Context: an optimization exercise on an open-source flow, tuned for small area. The choices shown serve that exercise and are no tape-out recipe.
Function was not checked in any run shown here: the RTL went through the layout flow alone.
Power figures rest on the tool's default switching activity, not on a simulated workload.

==> flow/run.sh <==
#!/bin/bash
# synth_recipe.tcl (not shown) runs the flow's synth.tcl, then flattens the netlist and writes it again
# the make line also repeats each setting of config.mk as NAME=value (left out here)
make -C /OpenROAD-flow-scripts/flow DESIGN_CONFIG=/design/flow/config.mk WORK_HOME=/design/flow/orfs CLKGATE_MAP_FILE= SYNTH_SCRIPT=/design/flow/synth_recipe.tcl finish
==> flow/config.mk <==
export PLATFORM = sky130hd
export DESIGN_NAME = Top_1553B_APB
export DESIGN_NICKNAME = Top_1553B_APB
export VERILOG_FILES = /design/flow/design.v
export SDC_FILE = /design/flow/constraint.sdc
export NUM_CORES = 4
export LEC_CHECK = 0
export CAP_MARGIN = 20
export CORE_MARGIN = 2
export CORE_UTILIZATION = 60
export CTS_BUF_LIST = sky130_fd_sc_hd__clkbuf_4
export SLEW_MARGIN = 20
==> flow/design.v <==
module fifo_simple #(
  parameter DW = 24
) (
  input               clk,
  input               rst_n,
  input               w_req,
  output              unfull,
  input  [DW-1:0]     data_i,
  input               r_req,
  output              unempty,
  output [DW-1:0]     data_o
);
reg [DW-1:0] mem [0:31];
reg [5:0]    wptr;
reg [5:0]    rptr;
wire same_slot = (wptr[4:0] == rptr[4:0]);
assign unempty = !(same_slot && (wptr[5] == rptr[5]));
assign unfull  = !(same_slot && (wptr[5] != rptr[5]));
wire do_w = w_req & unfull;
wire do_r = r_req & unempty;
wire [31:0] rsel = 32'd1 << rptr[4:0];
reg  [DW-1:0] rd;
integer j;
always @* begin
  rd = {DW{1'b0}};
  for (j = 0; j < 32; j = j + 1)
    rd = rd | ({DW{rsel[j]}} & mem[j]);
end
assign data_o = rd;
always @(posedge clk) begin
  if (do_w)
    mem[wptr[4:0]] <= data_i;
end
always @(posedge clk) begin
  if (!rst_n) begin
    wptr <= 6'd0;
    rptr <= 6'd0;
  end else begin
    if (do_w) wptr <= wptr + 6'd1;
    if (do_r) rptr <= rptr + 6'd1;
  end
end
endmodule
module axis_1553_decoder (
  input             aclk,
  input             arstn,
  output reg [18:0] m_data,
  output reg        m_valid,
  input             m_ready,
  input      [1:0]  diff
);
  localparam [2:0] S_ERR  = 3'd0;
  localparam [2:0] S_WAIT = 3'd1;    
  localparam [2:0] S_CAP  = 3'd2;    
  localparam [2:0] S_RED  = 3'd3;
  localparam [2:0] S_PAR  = 3'd4;
  localparam [2:0] S_TRN  = 3'd5;    
  reg [2:0]  state;
  reg [39:0] win;          
  reg [5:0]  tc;           
  reg [6:0]  pc;           
  reg [3:0]  sk;           
  reg [1:0]  p_diff;
  reg        delay_bit;
  wire eq      = (diff[0] == diff[1]);
  wire pc_zero = (pc == 7'd0);
  wire tc_zero = (tc == 6'd0);
  wire in_wc   = (state == S_WAIT) || (state == S_CAP);
  wire sample  = (state == S_CAP) && (sk == 4'd5);
  wire sync_cmd  = (win[39:34] == 6'b000111);
  wire sync_data = (win[39:34] == 6'b111000);
  wire [15:0] wdata;
  genvar i;
  generate
    for (i = 0; i < 16; i = i + 1) begin : g_bits
      assign wdata[i] = win[2*i+2];
    end
  endgenerate
  always @(posedge aclk) begin
    if (!arstn) begin
      state <= S_ERR;
    end else begin
      case (state)
        S_WAIT: if (!eq && sk == 4'd0) state <= S_CAP;
        S_CAP: begin
          if (pc_zero)
            state <= S_WAIT;
          else if (tc_zero && (sync_cmd || sync_data))
            state <= S_RED;
        end
        S_RED:   state <= S_PAR;
        S_PAR:   state <= S_TRN;
        default: state <= S_WAIT;
      endcase
    end
  end
  always @(posedge aclk) begin
    if (!arstn || !in_wc || !eq)
      pc <= 7'd79;
    else if (!pc_zero)
      pc <= pc - 7'd1;
  end
  always @(posedge aclk) begin
    if (state == S_WAIT)
      delay_bit <= pc_zero;
  end
  always @(posedge aclk) begin
    p_diff <= (state == S_ERR) ? 2'b11 : diff;
    if (state == S_ERR)
      sk <= 4'd0;
    else if (in_wc && ((pc_zero && eq) || (!p_diff[0] && diff[0]) || (!p_diff[1] && diff[1])))
      sk <= 4'd0;
    else if (!((state == S_WAIT) && eq))
      sk <= (sk == 4'd9) ? 4'd0 : sk + 4'd1;
  end
  always @(posedge aclk) begin
    if (sample)
      win[39:1] <= win[38:0];
    if ((state == S_ERR) || (state == S_TRN) || ((state == S_CAP) && pc_zero && eq))
      win[0] <= 1'b0;
    else if (sample)
      win[0] <= p_diff[0];
  end
  always @(posedge aclk) begin
    if (state != S_CAP)
      tc <= 6'd39;
    else if (sample && !tc_zero)
      tc <= tc - 6'd1;
  end
  always @(posedge aclk) begin
    if (state == S_TRN)
      m_data <= {win[39], delay_bit, (^wdata) ^ win[0], wdata};
  end
  always @(posedge aclk) begin
    if (state == S_TRN)
      m_valid <= 1'b1;
    else if (m_ready)
      m_valid <= 1'b0;
  end
endmodule
module axis_1553_encoder (
  input         aclk,
  input         arstn,
  input  [19:0] s_data,
  input         s_valid,
  output        s_ready,
  output [1:0]  diff,
  output        en_diff
);
  localparam [2:0] S_CAP   = 3'd0;    
  localparam [2:0] S_INV   = 3'd1;
  localparam [2:0] S_PARG  = 3'd2;
  localparam [2:0] S_PROC  = 3'd3;
  localparam [2:0] S_PAUSE = 3'd4;    
  localparam [2:0] S_TRN   = 3'd5;    
  reg [2:0]  state;
  reg [19:0] word;
  reg [2:0]  pc;
  reg [5:0]  q;         
  reg        en;
  assign s_ready = (state == S_CAP);
  always @(posedge aclk) begin
    if (state == S_CAP)
      word <= s_data;
  end
  always @(posedge aclk) begin
    if (!arstn) begin
      state <= S_CAP;
    end else begin
      case (state)
        S_CAP:   if (s_valid) state <= S_INV;
        S_INV:   state <= S_PARG;
        S_PARG:  state <= S_PROC;
        S_PROC:  state <= word[17] ? S_PAUSE : S_TRN;
        S_PAUSE: if (pc == 3'd0) state <= S_TRN;
        S_TRN:   if (q == 6'd0) state <= S_CAP;
        default: state <= S_CAP;
      endcase
    end
  end
  always @(posedge aclk) begin
    if (!arstn || state == S_TRN)
      pc <= 3'd7;
    else if (pc != 3'd0)
      pc <= pc - 3'd1;
  end
  always @(posedge aclk) begin
    en <= (state == S_TRN);
    if (state != S_TRN)
      q <= 6'd39;
    else if (en && q != 6'd0)
      q <= q - 6'd1;
  end
  wire sd = word[19];
  wire sc = word[18];
  wire [39:0] frame;
  assign frame[39:34] = {sd, sd, sd, sc, sc, sc};
  genvar i;
  generate
    for (i = 0; i < 16; i = i + 1) begin : g_bits
      assign frame[2*i+3] = ~word[i];
      assign frame[2*i+2] = word[i];
    end
  endgenerate
  assign frame[1] = ~word[16];
  assign frame[0] = word[16];
  wire bitv = frame[q];
  assign diff    = {en & ~bitv, en & bitv};
  assign en_diff = en;
endmodule
module Core_1553B
(
  input         clk,
  input         rst_n,
  input         r_fifo_rd,
  output        r_fifo_unempty,
  output [18:0] r_fifo_data,
  input         w_fifo_wd,
  output        w_fifo_unfull,
  input  [19:0] w_fifo_data,
  input  [1:0]  rx_1553,
  output [1:0]  tx_1553,
  output        en_tx_1553
);
wire [18:0] dec_data;
wire        dec_valid;
wire        dec_ready;
wire [19:0] enc_data;
wire        enc_valid;
wire        enc_ready;
axis_1553_decoder mil1553_decoder (
  .aclk    (clk),
  .arstn   (rst_n),
  .m_data  (dec_data),
  .m_valid (dec_valid),
  .m_ready (dec_ready),
  .diff    (rx_1553)
);
fifo_simple #(.DW(19)) decoder_fifo (
  .clk     (clk),
  .rst_n   (rst_n),
  .w_req   (dec_valid),
  .unfull  (dec_ready),
  .data_i  (dec_data),
  .r_req   (r_fifo_rd),
  .unempty (r_fifo_unempty),
  .data_o  (r_fifo_data)
);
axis_1553_encoder mil1553_encoder (
  .aclk    (clk),
  .arstn   (rst_n),
  .s_data  (enc_data),
  .s_valid (enc_valid),
  .s_ready (enc_ready),
  .diff    (tx_1553),
  .en_diff (en_tx_1553)
);
fifo_simple #(.DW(20)) encoder_fifo (
  .clk     (clk),
  .rst_n   (rst_n),
  .w_req   (w_fifo_wd),
  .unfull  (w_fifo_unfull),
  .data_i  (w_fifo_data),
  .r_req   (enc_ready),
  .unempty (enc_valid),
  .data_o  (enc_data)
);
endmodule
module APB_Slave_Interface (
  input      APB_CLK,
  input      APB_RESETn,
  input      APB_SEL,
  input      APB_ENABLE,
  output     APB_READY,
  output     access_done     
);
localparam [1:0] First  = 2'd0;
localparam [1:0] Second = 2'd1;
localparam [1:0] Third  = 2'd2;
reg [1:0] APBState;
always @(posedge APB_CLK or negedge APB_RESETn) begin
  if (!APB_RESETn) begin
    APBState <= First;
  end else begin
    case (APBState)
      First:   if (APB_SEL) APBState <= Second;
      Second:  if (APB_ENABLE) APBState <= Third;
      default: APBState <= First;
    endcase
  end
end
assign APB_READY   = (APBState == Third);
assign access_done = (APBState == Third);
endmodule
module Top_1553B_APB
(
  APB_CLK,
  APB_RESETn,
  APB_RDATA,
  APB_READY,
  APB_SLVERR,
  APB_STRB,
  APB_PROT,
  APB_ADDR,
  APB_ENABLE,
  APB_WRITE,
  APB_WDATA,
  APB_SEL,
  rx0_1553,
  tx0_1553,
  tx0_en,
  rx1_1553,
  tx1_1553,
  tx1_en
);
input          APB_CLK;
input          APB_RESETn;
output [31:0]  APB_RDATA;
output         APB_READY;
output         APB_SLVERR;
input  [7:0]   APB_STRB;
input  [2:0]   APB_PROT;
input  [31:0]  APB_ADDR;
input          APB_ENABLE;
input          APB_WRITE;
input  [31:0]  APB_WDATA;
input          APB_SEL;
input     [1:0] rx0_1553;
output    [1:0] tx0_1553;
output    tx0_en;
input     [1:0] rx1_1553;
output    [1:0] tx1_1553;
output    tx1_en;
wire access_done;
APB_Slave_Interface APB_Inter_inst (
  .APB_CLK     (APB_CLK),
  .APB_RESETn  (APB_RESETn),
  .APB_SEL     (APB_SEL),
  .APB_ENABLE  (APB_ENABLE),
  .APB_READY   (APB_READY),
  .access_done (access_done)
);
assign APB_SLVERR = 1'b0;
wire sel_rx = (APB_ADDR[4:2] == 3'd2);
wire sel_tx = (APB_ADDR[4:2] == 3'd3);
wire        rx_unempty;
wire [18:0] rx_word;
wire        tx_unfull;
reg flag_q;
always @(posedge APB_CLK)
  flag_q <= APB_ADDR[2] ? tx_unfull : rx_unempty;
assign APB_RDATA[31]    = sel_rx & flag_q;
assign APB_RDATA[30:24] = 7'd0;
assign APB_RDATA[23]    = sel_rx & ~rx_word[18];
assign APB_RDATA[22]    = sel_rx &  rx_word[18];
assign APB_RDATA[21:19] = 3'd0;
assign APB_RDATA[18]    = sel_rx & rx_word[17];
assign APB_RDATA[17]    = 1'b0;
assign APB_RDATA[16:1]  = {16{sel_rx}} & rx_word[16:1];
assign APB_RDATA[0]     = (sel_rx & rx_word[0]) | (sel_tx & flag_q);
wire [19:0] tx_word;
assign tx_word[19]   = (APB_WDATA[23:21] == 3'b010);
assign tx_word[18]   = (APB_WDATA[23:21] == 3'b100);
assign tx_word[17]   = APB_WDATA[18];
assign tx_word[16]   = (^APB_WDATA[15:0]) ^ APB_WDATA[16];
assign tx_word[15:0] = APB_WDATA[15:0] ^ {16{APB_WDATA[17]}};
assign tx1_1553 = 2'b00;
assign tx1_en = 1'b0;
Core_1553B CoreOne_inst
(
  .clk              (APB_CLK),
  .rst_n            (APB_RESETn),
  .r_fifo_rd        (access_done & ~APB_WRITE & sel_rx),
  .r_fifo_unempty   (rx_unempty),
  .r_fifo_data      (rx_word),
  .w_fifo_wd        (access_done & APB_WRITE & sel_tx),
  .w_fifo_unfull    (tx_unfull),
  .w_fifo_data      (tx_word),
  .rx_1553          (rx0_1553),
  .tx_1553          (tx0_1553),
  .en_tx_1553       (tx0_en)
);
endmodule
==> flow/constraint.sdc <==
create_clock -name core_clock -period 10.0 [get_ports {APB_CLK}]
set_input_delay 2.0000 -clock core_clock [delete_from_list [all_inputs] [get_ports {APB_CLK}]]
set_output_delay 2.0000 -clock core_clock [all_outputs]
set_load 0.01 [all_outputs]
==> run summary, run 1 <==
status complete, no violations; Max-Cap Viols 0; combinational share of power 6.1%; final total power between 10 and 15 mW; commonest cells after routing, fill and taps aside edfxtp_1, clkbuf_4, a22oi_1, buf_4, nand2_1; GPL Wtd Cong 0.904; power share of the sequential group 55.5%; worst-case clock buffer depth 4; vias in the first global route 33800; Synth Flop Type edfxtp_1; reg2reg path depth 9; Leak Pwr 19.7 nW; Clk Latency, worst-skew pair 1.21 ns; Worst Max-Slew Pin Slew between 1 and 1.5 ns; setup violators final 0; Die Wd 304 microns; Net Switching about 2.7 mW; num ports ~120; die area 92500 sq um; Hold Crit Depth 0; hold path start CoreOne_inst.mil1553_decoder.win[11]$_DFFE_PP_; Crit. End Element output port; Clk network pwr share 38.4%; placed cell area 56800 sq um; hold_buf cts 0; hold path endpoint CoreOne_inst.mil1553_decoder.win[12]$_DFFE_PP_; final hold vios 0; r2r setup slk 5.57 ns; Core Box Area 89600 sq um; non-filler cells in the finished layout 5009; Port Buf Inserts 56; Die H 304 microns; clock skew about 0.084 ns; VDD IR max 0.117 mV; Routed WL 176 mm; Starting DRT DRC Count 5114; Max-slew headroom 15.6%; Data arrival, critical path 5.33 ns; Netlist cell types 93; P&R area growth vs syn 13.3%; initial antenna violation count 4; Crit Path Class register to output port; Final Cycle Share roughly three quarters; synthesized area per cell 16.7 sq um; Critical-path top delay cell and4b_1; unrepaired setup endpoints after global routing no; # rows 110; Initial Util 60.3%; H-tree levels 5; Sinks on Clock Net 1391; antenna viol nets, final 0; count of flip-flops with a built-in enable after synthesis 1327; Crit Path Max Fanout 57; min Tclk post-route about 7.3 ns; routed via count around 35000; Crit. Startpoint CoreOne_inst.decoder_fifo.rptr[3]$_SDFFE_PN0P_; fin nets 3718; crit-path cells buf_4 > and4b_1 > a22oi_1 > nand3_1 > nor3_1 > a31oi_1 > clkdlybuf4s50_1; synthesized instance count roughly 3200; worst r2r dst CoreOne_inst.mil1553_encoder.word[9]$_DFFE_PP_; Routed WL per cell between 30 and 40 microns; DR vias/cell 6.93; largest net degree at the start of global routing 58; CP required 8.00 ns; GRT Util Overall 38.0%; maximum clock frequency 136 MHz; Seq. cell area 41200 sq um; DP Wirelength 104 mm; clk root buf clkbuf_4; DR DRC count 0; delay of the slowest cell on the worst path 1.06 ns; worst hold path type register to register; drt pass-1 iters 8; cts repair resizes 0; critical path launch point type register; Power Internal 9.07 mW; synth warn 6; sequential-to-total area share from yosys stat approximately 76%; Final Instance Area 61200 sq um; placed insts roughly 4400; met1 wire length a little under 60 mm; Num CTS Buffers approximately 350; CTS tree built; reg-to-reg startpoint CoreOne_inst.encoder_fifo.rptr[2]$_SDFFE_PN0P_; post-synthesis register bit count between 1000 and 1500; met3 wire len 18.5 mm; cell area after synthesis 54000 sq um; Final TNS setup 0 ns; PD cells between 150 and 200 nW/um^2; commonest non-fill, non-tap cell in the layout edfxtp_1; met2 WL about 85 mm; Layout Utilization 68.3%; Async S/R FF share, synth 0.144%; Sw Share 23.2%; top sig layer met5; CTS clk-pin slew, worst paths 0.07 ns; Post-CTS Setup Inserts 0; Remaining Overflow, GRT 0; first-pass GRT wire length 245 mm; fill count about 6200; share of post-route cells with drive strength above 1 between 20% and 30%; multi-input combinational cell area 12400 sq um; Pins Over Slew Limit 0
per-stage QoR:
stage	hold WS [ns]	setup WS, ns
floorplan	0.400	5.13
global placement	0.401	3.72
detailed placement	0.405	3.73
CTS	0.415	2.66
global route	0.424	2.62
finish	0.414	2.67
Yosys cell counts, types with 49 or more instances:
master	count	area (sq um)
nand4_1	49	307
a32oi_1	60	526
buf_2	67	335
a22o_1	81	709
mux2_2	68	766
nand3_1	70	350
a221oi_1	63	552
edfxtp_1	1327	39800
clkbuf_1	102	383
xnor2_1	61	534
nand2_1	136	510
a22oi_1	228	1710
nor2_1	133	499
mux2i_1	66	661
dfxtp_1	62	1240
o21ai_0	54	270
registers in the layout, indices dropped and copies added, names as in the netlist, 7 cells and up:
name	count
CoreOne_inst.mil1553_decoder.win	40
CoreOne_inst.decoder_fifo.mem	608
CoreOne_inst.mil1553_decoder.pc	7
CoreOne_inst.mil1553_encoder.word	20
CoreOne_inst.mil1553_decoder.m_data	19
CoreOne_inst.encoder_fifo.mem	640
layer usage:
metal / vias to the layer above / global-route usage (%)
met4: 6 / 24.5
met1: 17400 / 45.9
met2: 2613 / 62.9
li1: 14100 / -
met5: - / 0
met3: 626 / 7.80
worst max-delay path, delay by kind of cell (launching register included):
kind,cells,cell delay (ns)
and+or+nand+nor,3,1.38
buffers and inverters,2,1.36
AOI/OAI and AO/OA,2,0.58
DFF,1,0.75
how the worst max path moves through the flow:
| stage | to | slack (ns) | depth (start not counted) |
|---|---|---|---|
| 2_1_floorplan | APB_RDATA[10] | 5.13 | 3 |
| 3_3_place_gp | APB_RDATA[2] | 3.72 | 5 |
| 3_5_place_dp | APB_RDATA[9] | 3.73 | 5 |
| 4_1_cts | APB_RDATA[6] | 2.66 | 7 |
| 5_1_grt | APB_RDATA[6] | 2.62 | 8 |
| 6_report | APB_RDATA[9] | 2.67 | 7 |
layout make-up:
class	count	share of cell area, %
Antenna cell	3	0.0123
Clock buffer	496	6.09
Clock inverter	82	0.652
Inverter	43	0.266
Multi-Input combinational cell	1596	20.2
Sequential cell	1391	67.3
Tap cell	1176	2.40
Timing Repair Buffer	222	3.10
cell families (layout without fill, tap and decap cells):
kind of cell             count (synthesis)  count (layout)  synth area share [%]
multiplexers                           144             144                  2.98
XOR/XNOR                                87              87                  1.41
AO/OA/AOI/OAI                          724             724                  10.6
flip-flops                            1391            1391                  76.2
buffers and inverters                  257             843                  2.24
adder cells (fa/ha/maj)                 26              26                 0.602
AND/OR/NAND/NOR                        600             600                  6.04
other                                    1              18               0.00694
power by group through the flow:
stage               clock [mW]  sequential [mW]  combinational [mW]
CTS                       4.58             6.56               0.687
detailed placement           0             6.69               0.685
global route              4.89             6.56               0.740
floorplan                    0             6.66               0.385
finish                    4.54             6.55               0.715
global placement             0             6.68               0.665
==> run 2: changes to the inputs <==
--- a/flow/config.mk
+++ b/flow/config.mk
@@ -9,4 +9,3 @@
 export CORE_MARGIN = 2
-export CORE_UTILIZATION = 60
-export CTS_BUF_LIST = sky130_fd_sc_hd__clkbuf_4
+export CORE_UTILIZATION = 40
 export SLEW_MARGIN = 20
==> run summary, run 2 <==
drt pass-1 iters 6 (-2); synth warn 6 (unchanged); synthesized area per cell 16.7 sq um (unchanged); Initial Util 40.4% (-20 points); cts repair resizes 0 (unchanged); VDD IR max 0.213 mV (+82%); PD cells 201 nW/um^2 (+4.0%); synthesized instance count 3230 (unchanged); Routed WL per cell 32.4 microns (-7.5%); cell area after synthesis 54000 sq um (unchanged); Clk network pwr share 42.0% (+3.6 points); share of post-route cells with drive strength above 1 16.6% (-7.0 points); met3 wire len 21.5 mm (+17%); power share of the sequential group 52.4% (-3.1 points); first-pass GRT wire length 238 mm (-2.7%); GRT Util Overall 24.7% (-13 points); Pins Over Slew Limit 0 (unchanged); Leak Pwr 19.4 nW (-1.3%); num ports 124 (unchanged); DR DRC count 0 (unchanged); Routed WL 171 mm (-2.6%); Clk Latency, worst-skew pair 0.79 ns (-0.42 ns); Area contributors post-synth edfxtp_1, a22oi_1, dfxtp_1; initial antenna violation count 2 (-2); # rows 134 (+22%); CTS tree built; Async S/R FF share, synth 0.144% (unchanged); routed via count 32900 (-5.2%); r2r setup slk 5.57 ns (about the same); critical path launch point type register; Power Internal 9.69 mW (+6.9%); Inserted Diodes 0 (-3); hold_buf cts 0 (unchanged); Crit Path Class register to output port; P&R area growth vs syn 15.4%; DP Wirelength 99.0 mm (-4.9%); Crit Path Max Fanout 49 (-14%); DR vias/cell 6.23 (-10%); worst hold path type register to register; Final Cycle Share 69.5% (-3.8 points); CTS clk-pin slew, worst paths 0.06 ns (about the same); clock skew 0.0524 ns (-0.0315 ns); met1 wire length 67.1 mm (+14%); final total power 12.5 mW (+6.0%); fill count 11400 (+84%); placed cell area 57600 sq um (+1.3%); setup violators final 0 (unchanged); largest net degree at the start of global routing 105 (+81%); Die H 372 microns (+22%); Num CTS Buffers 146 (-59%); commonest cells after routing, fill and taps aside edfxtp_1, a22oi_1, clkbuf_16, buf_4, nand2_1; status complete, no violations; H-tree levels 4 (-1); Sw Share 22.6% (-0.66 points); clk root buf clkbuf_16; Max-slew headroom 15.6% (-0.046 points); Starting DRT DRC Count 5246 (+2.6%); commonest non-fill, non-tap cell in the layout edfxtp_1; Final TNS setup 0 ns (unchanged); max reg flops 640 (unchanged); min Tclk post-route 6.95 ns (-0.382 ns); Remaining Overflow, GRT 0 (unchanged); vias in the first global route 31100 (-8.2%); antenna viol nets, final 0 (unchanged); Core Box Area 134000 sq um (+49%); Max-Cap Viols 0 (unchanged); Net Switching 2.83 mW (+3.0%); worst-case clock buffer depth 3 (-1); Post-CTS Setup Inserts 0 (unchanged); post-synth top area share 73.8% (unchanged); CP required 8.00 ns (about the same); Synth Flop Type edfxtp_1; Netlist cell types 93 (unchanged); post-synthesis register bit count 1391 (unchanged); met2 WL 76.6 mm (-10%); unrepaired setup endpoints after global routing no; Port Buf Inserts 56 (unchanged); fin nets 3505 (-5.7%); count leader, synth edfxtp_1; sequential-to-total area share from yosys stat 76.2% (unchanged); top cell type by total area after synthesis edfxtp_1; Final Instance Area 62300 sq um (+1.9%); maximum clock frequency 144 MHz (+5.5%); Data arrival, critical path 4.95 ns (-0.38 ns); Crit. End Element output port; final hold vios 0 (unchanged); die area 138000 sq um (+49%); top sig layer met4; GPL Wtd Cong 0.844 (-6.7%); Sinks on Clock Net 1391 (unchanged); Die Wd 372 microns (+22%); combinational share of power 5.6% (-0.5 points); count of flip-flops with a built-in enable after synthesis 1327 (unchanged); Worst Max-Slew Pin Slew 1.26 ns (-0.00329 ns); Post-synth top cells edfxtp_1, a22oi_1, nand2_1
[run 2: cell counts after synthesis]
Identical to the previous run, type by type.
[run 2: through the flow]
step	hold WS, ns	util (%)	cells	setup WS, ns
after CTS	0.395	46.5	5267	3.15
after detailed placement	0.405	43.0	5005	3.35
after global placement	0.401	43.0	5005	3.33
final	0.409	46.6	5277	3.05
after floorplan	0.400	-	3244	5.13
after global routing	0.406	46.6	5277	3.10
[run 2: cells by family after synthesis]
kind of cell / share of synthesized area [%]
muxes: 2.98
xor gates and xnor gates: 1.41
buffers and inverters: 2.24
DFF: 76.2
and+or+nand+nor: 6.04
adders and majority gates: 0.602
AOI/OAI and AO/OA: 10.6
other: 0.00694
[run 2: worst paths after layout]
path                       cells past startpoint                                                end                                              from
setup / recovery                               7                                      APB_RDATA[18]    CoreOne_inst.decoder_fifo.rptr[2]$_SDFFE_PN0P_
hold / removal                                 0  CoreOne_inst.mil1553_decoder.m_data[17]$_DFFE_PN_  CoreOne_inst.mil1553_decoder.delay_bit$_DFFE_PP_
setup reg to reg                               9     CoreOne_inst.mil1553_encoder.word[5]$_DFFE_PP_    CoreOne_inst.encoder_fifo.rptr[2]$_SDFFE_PN0P_
hold reg to reg                                0  CoreOne_inst.mil1553_decoder.m_data[17]$_DFFE_PN_  CoreOne_inst.mil1553_decoder.delay_bit$_DFFE_PP_
max in group asynchronous                      2             APB_Inter_inst.APBState[0]$_DFFE_PN0P_                                        APB_RESETn
min in group asynchronous                      2             APB_Inter_inst.APBState[1]$_DFFE_PN0P_                                        APB_RESETn
[run 2: critical path: stages, from the launching register on]
cell and delay [ns]:
dfxtp_4 0.59, buf_4 0.69, nor2b_2 1.07, a32oi_1 0.28, nand4_1 0.17, a211oi_1 0.13, a31oi_1 0.53, clkdlybuf4s50_1 0.66
[run 2: power groups by stage]
| stage | logic [mW] | registers [mW] | clock network (mW) |
|---|---|---|---|
| after floorplan | 0.385 | 6.66 | 0 |
| after global placement | 0.666 | 6.69 | 0 |
| after detailed placement | 0.676 | 6.69 | 0 |
| after CTS | 0.678 | 6.57 | 5.30 |
| after global routing | 0.735 | 6.57 | 5.52 |
| final | 0.695 | 6.56 | 5.26 |
[run 2: layer usage]
layer / GRT usage (%) / up-vias
met1: 35.3 / 16800
met4: 9.04 / 0
met2: 36.9 / 2275
met3: 5.53 / 346
li1: - / 13500
met5: 0 / -
[run 2: area by class of cell]
type / count / area, sq um / area share [%]
clock buffer: 178 / 3860 / 6.19
inverter: 43 / 163 / 0.261
sequential: 1391 / 41200 / 66.0
clock inverter: 84 / 751 / 1.20
timing repair buffer: 217 / 1850 / 2.97
multi-input combinational: 1596 / 12300 / 19.8
tap: 1768 / 2210 / 3.55

## what the ideal ports hide
The flow's constraints put no driver on any port. The routed layouts listed below were extracted and timed again, unchanged, in two steps. Step 1: set_driving_cell puts a clkbuf_16 on APB_CLK and a buf_2 on each other input, an assumption about the parent block. Step 2 also shifts input and output timing later by t, the mid clock arrival at the registers, as if the neighbouring blocks saw the same clock. Slacks: no drivers / after step 1 / after step 2; pairs: no drivers / after step 1.
| run | shift t [ns] | setup WS [ns] | worst register clock-pin slew, ns | worst data-port slew with drivers (ns) | pins driven straight from the clock port |
|---|---|---|---|---|---|
| run 1 | 1.228 | 2.666 / 2.602 / 3.652 | 0.07 / 0.07 | 0.04 | 1 |
| run 2 | 0.839 | 3.047 / 2.977 / 3.253 | 0.07 / 0.07 | 0.09 | 1 |
After both steps setup and hold are still met in every run listed.
